Context: an optimization exercise on an open-source flow, tuned for small area, a short achievable clock period and few clock cycles per item. The choices shown serve that exercise and are no tape-out recipe.
RTL that was checked went through simulation tests only; none was proved equivalent to the original.

// sha1_block
module sha1_block (
    input wire clk,
    input wire rst,
    input wire start,
    input wire [159:0] context_in,
    input wire [511:0] block,
    output wire done,
    output wire [159:0] context_out);
reg [31:0] a, b, c;       
reg [511:0] win;         
reg [31:0] s;            
reg [31:0] pw;           
reg [31:0] yz;           
reg [6:0] cnt;           
reg [3:0] gk;            
reg [2:0] gf;            
reg busy;
reg f1, f2, f81, f82, f83;   
reg done_r;
assign done = done_r;
assign context_out = {b, rotl2(c), pw, s, a};
wire [31:0] h0 = context_in[159:128];
wire [31:0] h1 = context_in[127:96];
wire [31:0] h2 = context_in[95:64];
wire [31:0] h3 = context_in[63:32];
wire [31:0] h4 = context_in[31:0];
function [31:0] rotl5(input [31:0] x); rotl5 = {x[26:0], x[31:27]}; endfunction
function [31:0] rotr2(input [31:0] x); rotr2 = {x[1:0], x[31:2]}; endfunction
function [31:0] rotl2(input [31:0] x); rotl2 = {x[29:0], x[31:30]}; endfunction
function [31:0] rotl1(input [31:0] x); rotl1 = {x[30:0], x[31]}; endfunction
function [31:0] kconst(input [3:0] g);
    kconst = ({32{g[0]}} & 32'h5A827999) | ({32{g[1]}} & 32'h6ED9EBA1) |
             ({32{g[2]}} & 32'h8F1BBCDC) | ({32{g[3]}} & 32'hCA62C1D6);
endfunction
wire [31:0] wx = rotl1(win[95:64] ^ win[255:224] ^ win[447:416] ^ win[511:480]);
reg [31:0] wn;
integer i;
always @* begin
    wn = {32{cnt >= 7'd16 && cnt < 7'd80}} & wx;
    for (i = 0; i < 16; i = i + 1)
        wn = wn | ({32{cnt == i}} & block[511 - 32*i -: 32]);
    wn = wn | ({32{cnt == 7'd80}} & h4) | ({32{cnt == 7'd81}} & h3) | ({32{cnt == 7'd82}} & h2);
end
wire [31:0] wq1 = win[31:0];                
wire [31:0] y = rotr2(b), z = c;
wire [31:0] fp = ({32{gf[0]}} & y) | ({32{gf[1]}} & ~yz) | ({32{gf[2]}} & (y | z));
wire [31:0] fq = ({32{gf[0]}} & z) | ({32{gf[1]}} & yz) | ({32{gf[2]}} & (y & z));
wire [31:0] f = (a & fp) | (~a & fq);      
wire [31:0] a_n = rotl5(a) + s;
wire [31:0] s_n = f + pw;
wire [31:0] pw_n = c + kconst(gk) + wq1;
wire [31:0] hb = {32{f82 | f83}} & yz;
always @(posedge clk) begin
    if (rst) begin
        busy <= 1'b0;
        done_r <= 1'b0;
    end else begin
        done_r <= busy && f83;
        if (start) busy <= 1'b1;
        else if (f83) busy <= 1'b0;
    end
    if (rst || !(busy || start)) cnt <= 7'd0;
    else cnt <= cnt + 7'd1;
    f1 <= start;
    f2 <= f1;
  ...
export LEC_CHECK = 0
export CAP_MARGIN = 20
export CORE_MARGIN = 2
export CORE_UTILIZATION = 55
export CTS_CLUSTER_DIAMETER = 80
export CTS_CLUSTER_SIZE = 30
export PLACE_DENSITY = 0.7
export SETUP_SLACK_MARGIN = 2.6
export SLEW_MARGIN = 20
create_clock -name core_clock -period 6.0 [get_ports {clk}]
standard.sh (not shown) runs the stock make flow with config.mk's settings and CLKGATE_MAP_FILE= SYNTH_SCRIPT=/design/flow/synth_recipe.tcl, a recipe that flattens the netlist after the stock synthesis.
==> flow/flow/run.sh <==
#!/bin/bash
# The standard ORFS layout (standard.sh), except that the buffers ORFS puts on
# every input and output port are the smallest buffer cell instead of the
# resizer's default choice.
set -euo pipefail
bash standard.sh BUFFER_PORTS_ARGS="-buffer_cell sky130_fd_sc_hd__buf_1" finish > flow_make.log 2>&1
Testbench counts at the start, summed over its fixed seeds: cycles 43,520, blocks 512.
Then changed:
- CORE_UTILIZATION: 55 -> 50
- PLACE_DENSITY: 0.7 -> 0.65
- SETUP_SLACK_MARGIN: 2.6 -> 2.75
Cell area climbs by 1.7%.
Fmax rises by 2.8%.
Setup slack improved by 0.094 ns.
Core utilization is lower by 4.9 points.
Global-route usage goes down by 6.5 points.
Wire length decreases by 5.7%.
Sequential share of layout area falls by 0.66 points.
Then changed:
- ABC_AREA: not set -> 1
- SETUP_SLACK_MARGIN: 2.75 -> 2.6
Outcome: The new run ran to the end with no violations; global-route usage came out higher by 8.4 points; fmax barely changes; sequential share of layout area drops by 1.8 points; cell area rises by 4.5%; wire length goes up by 32%; register-to-register slack hardly moves; count of clock-buffer cells in the layout increases by 6; worst hold slack gets better by 0.0035 ns; area after synthesis rises by 10%; cell count is higher by 31%.
Then changed:
- ABC_AREA: 1 -> not set
- CTS_CLUSTER_DIAMETER: 80 -> not set
- CTS_CLUSTER_SIZE: 30 -> not set
Cell count fell by about 23%.
Worst setup slack is better by 0.0053 ns.
Die area fell by about 9%.
Critical path depth rose by 1.
Non-clock buffer count rose by 69.
Sequential share of layout area rose by 1.1 points.
Via count fell by 21%.
Worst hold slack is worse by 0.014 ns.
Then changed:
- SETUP_SLACK_MARGIN: 2.6 -> 1.9
What happened: The new run completed without violations. Final area drops by a few percent. First-iteration DRC count is lower by a few percent. Wire length is lower slightly.
Then changed:
- SETUP_SLACK_MARGIN: 1.9 -> 2.3
Effect: Hold slack hardly moves. Routed wire length is higher by 0.50%. Final area is higher by 0.44%.

Another version of the RTL of sha1_block (not shown whole).
Size: roughly 3,200 cells after synthesis, about 730 flip-flops.
export LEC_CHECK = 0
export CAP_MARGIN = 20
export CORE_MARGIN = 2
export CORE_UTILIZATION = 50
export CTS_BUF_LIST = sky130_fd_sc_hd__clkbuf_8
export PLACE_DENSITY = 0.65
export SETUP_SLACK_MARGIN = 2.3
export SLEW_MARGIN = 20
create_clock -name core_clock -period 6.0 [get_ports {clk}]
Scripts as last shown in full above: flow/flow/run.sh
The baseline ran to the end with no violations.
Testbench counts at the start, summed over its fixed seeds: cycles 43,520, blocks 512.
Change:
CTS_BUF_LIST = default   (was sky130_fd_sc_hd__clkbuf_8)
Routed wire length stays flat.
Die area stays the same.
Global-route usage hardly moves.
Utilization rose by 0.21 points.
Clock-buffer cell count came out lower by 36.
Via count falls by 1.0%.
Setup slack gains 79 ps.
Synthesized area does not change.
Change:
SETUP_SLACK_MARGIN = 2.6   (was 2.3)
Hold slack gains 11 ps.
Design area rose by 2.6%.
Critical path depth is higher by 5.
Wire length increases by 1.8%.
Fmax increases by 2.3%.
Clock-buffer cell count shrinks by 1.
Via count goes up by 2.0%.
Die area stays the same.
Sequential cell count stays the same.

The RTL this note starts from:
==> flow/design.v <==
module sha1_block (
    input wire clk,
    input wire rst,
    input wire start,
    input wire [159:0] context_in,
    input wire [511:0] block,
    output wire done,
    output wire [159:0] context_out);
reg [31:0] a, b, c, d, e;
reg [511:0] win;         
reg [31:0] p;            
reg [31:0] q;            
reg [5:0] cnt;           
reg [1:0] ph;            
reg busy;
reg done_r;
assign done = done_r;
assign context_out = {a, b, c, d, e};
wire [31:0] h0 = context_in[159:128];
wire [31:0] h1 = context_in[127:96];
wire [31:0] h2 = context_in[95:64];
wire [31:0] h3 = context_in[63:32];
wire [31:0] h4 = context_in[31:0];
function [31:0] rotl5(input [31:0] x); rotl5 = {x[26:0], x[31:27]}; endfunction
function [31:0] rotr2(input [31:0] x); rotr2 = {x[1:0], x[31:2]}; endfunction
function [31:0] rotl1(input [31:0] x); rotl1 = {x[30:0], x[31]}; endfunction
function [31:0] kconst(input [1:0] g);
    case (g)
        2'd0: kconst = 32'h5A827999;
        2'd1: kconst = 32'h6ED9EBA1;
        2'd2: kconst = 32'h8F1BBCDC;
        default: kconst = 32'hCA62C1D6;
    endcase
endfunction
function [31:0] ffun(input [1:0] g, input [31:0] x, input [31:0] y, input [31:0] z);
    case (g)
        2'd0: ffun = (x & y) | (~x & z);
        2'd2: ffun = (x & y) | (x & z) | (y & z);
        default: ffun = x ^ y ^ z;
    endcase
endfunction
wire last = busy && (cnt == 6'd40);
wire pre_last = busy && (cnt == 6'd39);
wire [1:0] ph_n = start ? 2'd0 :
                  (cnt == 6'd10) ? 2'd1 :
                  (cnt == 6'd20) ? 2'd2 :
                  (cnt == 6'd30) ? 2'd3 : ph;
wire [31:0] x13 = win[95:64];
wire [31:0] x8  = win[255:224];
wire [31:0] x2  = win[447:416];
wire [31:0] x0  = win[511:480];
wire [31:0] x14 = win[63:32];
wire [31:0] x9  = win[223:192];
wire [31:0] x3  = win[415:384];
wire [31:0] x1  = win[479:448];
wire [31:0] ws0 = rotl1(x13 ^ x8 ^ x2 ^ x0);
wire [31:0] ws1 = rotl1(x14 ^ x9 ^ x3 ^ x1);
wire [2:0] bsel = start ? 3'd0 : cnt[2:0];
wire [63:0] bpair = block[511 - 64*bsel -: 64];
wire from_block = start || (cnt < 6'd8);
wire [31:0] wn0 = from_block ? bpair[63:32] : ws0;
wire [31:0] wn1 = from_block ? bpair[31:0] : ws1;
wire [31:0] fa = ffun(ph, b, c, d);
wire [31:0] a1 = rotl5(a) + fa + p;
wire [31:0] fb = ffun(ph, a, rotr2(b), c);
wire [31:0] s2 = fb + q;
wire [31:0] a2 = rotl5(a1) + s2;
wire [31:0] k_n = last ? 32'd0 : kconst(ph_n);
wire [31:0] p_n = (start ? h4 : c) + k_n + (last ? h4 : wn0);
wire [31:0] q_n = (start ? h3 : rotr2(b)) + k_n + (last ? h3 : wn1) +
                  (pre_last ? h0 : 32'd0);
always @(posedge clk) begin
    if (rst) begin
        busy <= 1'b0;
        done_r <= 1'b0;
    end else begin
        done_r <= last;
        if (start) busy <= 1'b1;
        else if (last) busy <= 1'b0;
    end
    if (start) cnt <= 6'd1;
    else cnt <= cnt + 6'd1;
    ph <= ph_n;
    win <= {win[447:0], wn0, wn1};
    p <= p_n;
    q <= q_n;
    if (start) begin
        a <= h0; b <= h1; c <= h2; d <= h3; e <= h4;
    end else begin
        a <= a2;
        b <= a1 + (last ? h1 : 32'd0);
        c <= rotr2(a) + (last ? h2 : 32'd0);
        d <= last ? q_n : rotr2(b);
        e <= last ? p_n : c;
    end
end
endmodule
Settings: LEC_CHECK=0, CAP_MARGIN=20, CORE_MARGIN=2, CORE_UTILIZATION=40, PLACE_DENSITY=0.6, SLEW_MARGIN=20; clock period 6.0 ns.
run.sh (not shown) runs the stock make flow with config.mk's settings and CLKGATE_MAP_FILE= SYNTH_SCRIPT=/design/flow/synth_recipe.tcl, a recipe that flattens the netlist after the stock synthesis.
Stock flow here: none of the scripts above is used.
The starting point finished with setup timing left.
Next try:
--- a/flow/config.mk
+++ b/flow/config.mk
@@ -8,5 +8,6 @@
 export CAP_MARGIN = 20
 export CORE_MARGIN = 2
-export CORE_UTILIZATION = 40
-export PLACE_DENSITY = 0.6
+export CORE_UTILIZATION = 50
+export PLACE_DENSITY = 0.65
+export SETUP_SLACK_MARGIN = 2.5
 export SLEW_MARGIN = 20
After rerunning:
- The new run ran to the end with violations: setup timing
- via count goes up by 6.9%
- synthesized cell count stays the same
- final area goes up by 2.1%
- wire length goes up by 6.5%
- final cell count goes down by 2.9%
Function was not checked in any run of this note: the RTL went through the layout flow alone.

[separate check: timing with driven ports]
In the flow no input, the clock included, has a driving cell. The finished layouts below were timed again as built, in two steps.
Step 1 sets driving cells, clkbuf_16 on the clock port and buf_2 on the other inputs (assumed; they add their load-dependent delay and slew).
Step 2 adds t to the input delays and takes it off the output delays; t is the mean of the earliest and latest rising clock arrival at the registers after step 1. Input paths then give back, and output paths get back, about the clock's delay inside the block.
Slacks: no drivers / after step 1 / after step 2; pairs: no drivers / after step 1.
| run | shift t [ns] | slack for setup (ns) | worst setup path at the end |
|---|---|---|---|
| the first run of note 1 | 0.657 | 2.505 / 2.505 / 2.505 | register to register |
| the second run of note 1 | 0.659 | 2.599 / 2.599 / 2.599 | register to register |
| the third run of note 1 | 0.688 | 2.602 / 2.602 / 2.602 | register to register |
| the fourth run of note 1 | 0.677 | 2.608 / 2.608 / 2.608 | register to register |
| the fifth run of note 1 | 0.679 | 2.119 / 2.119 / 2.119 | register to register |
| the sixth run of note 1 | 0.678 | 2.396 / 2.396 / 2.396 | register to register |
| the first run of note 2 | 0.784 | 2.302 / 2.302 / 2.302 | register to register |
| the second run of note 2 | 0.683 | 2.381 / 2.381 / 2.381 | register to register |
| the third run of note 2 | 0.685 | 2.463 / 2.463 / 2.375 | input to register |
| the first run of note 3 | 0.705 | -0.780 / -0.780 / -0.780 | register to register |
| the second run of note 3 | 0.689 | -0.764 / -0.764 / -1.030 | input to register |
The setup slack of the second run of note 3, which loses most, moves by 0.000 ns with the drivers and by -0.266 ns with both steps.
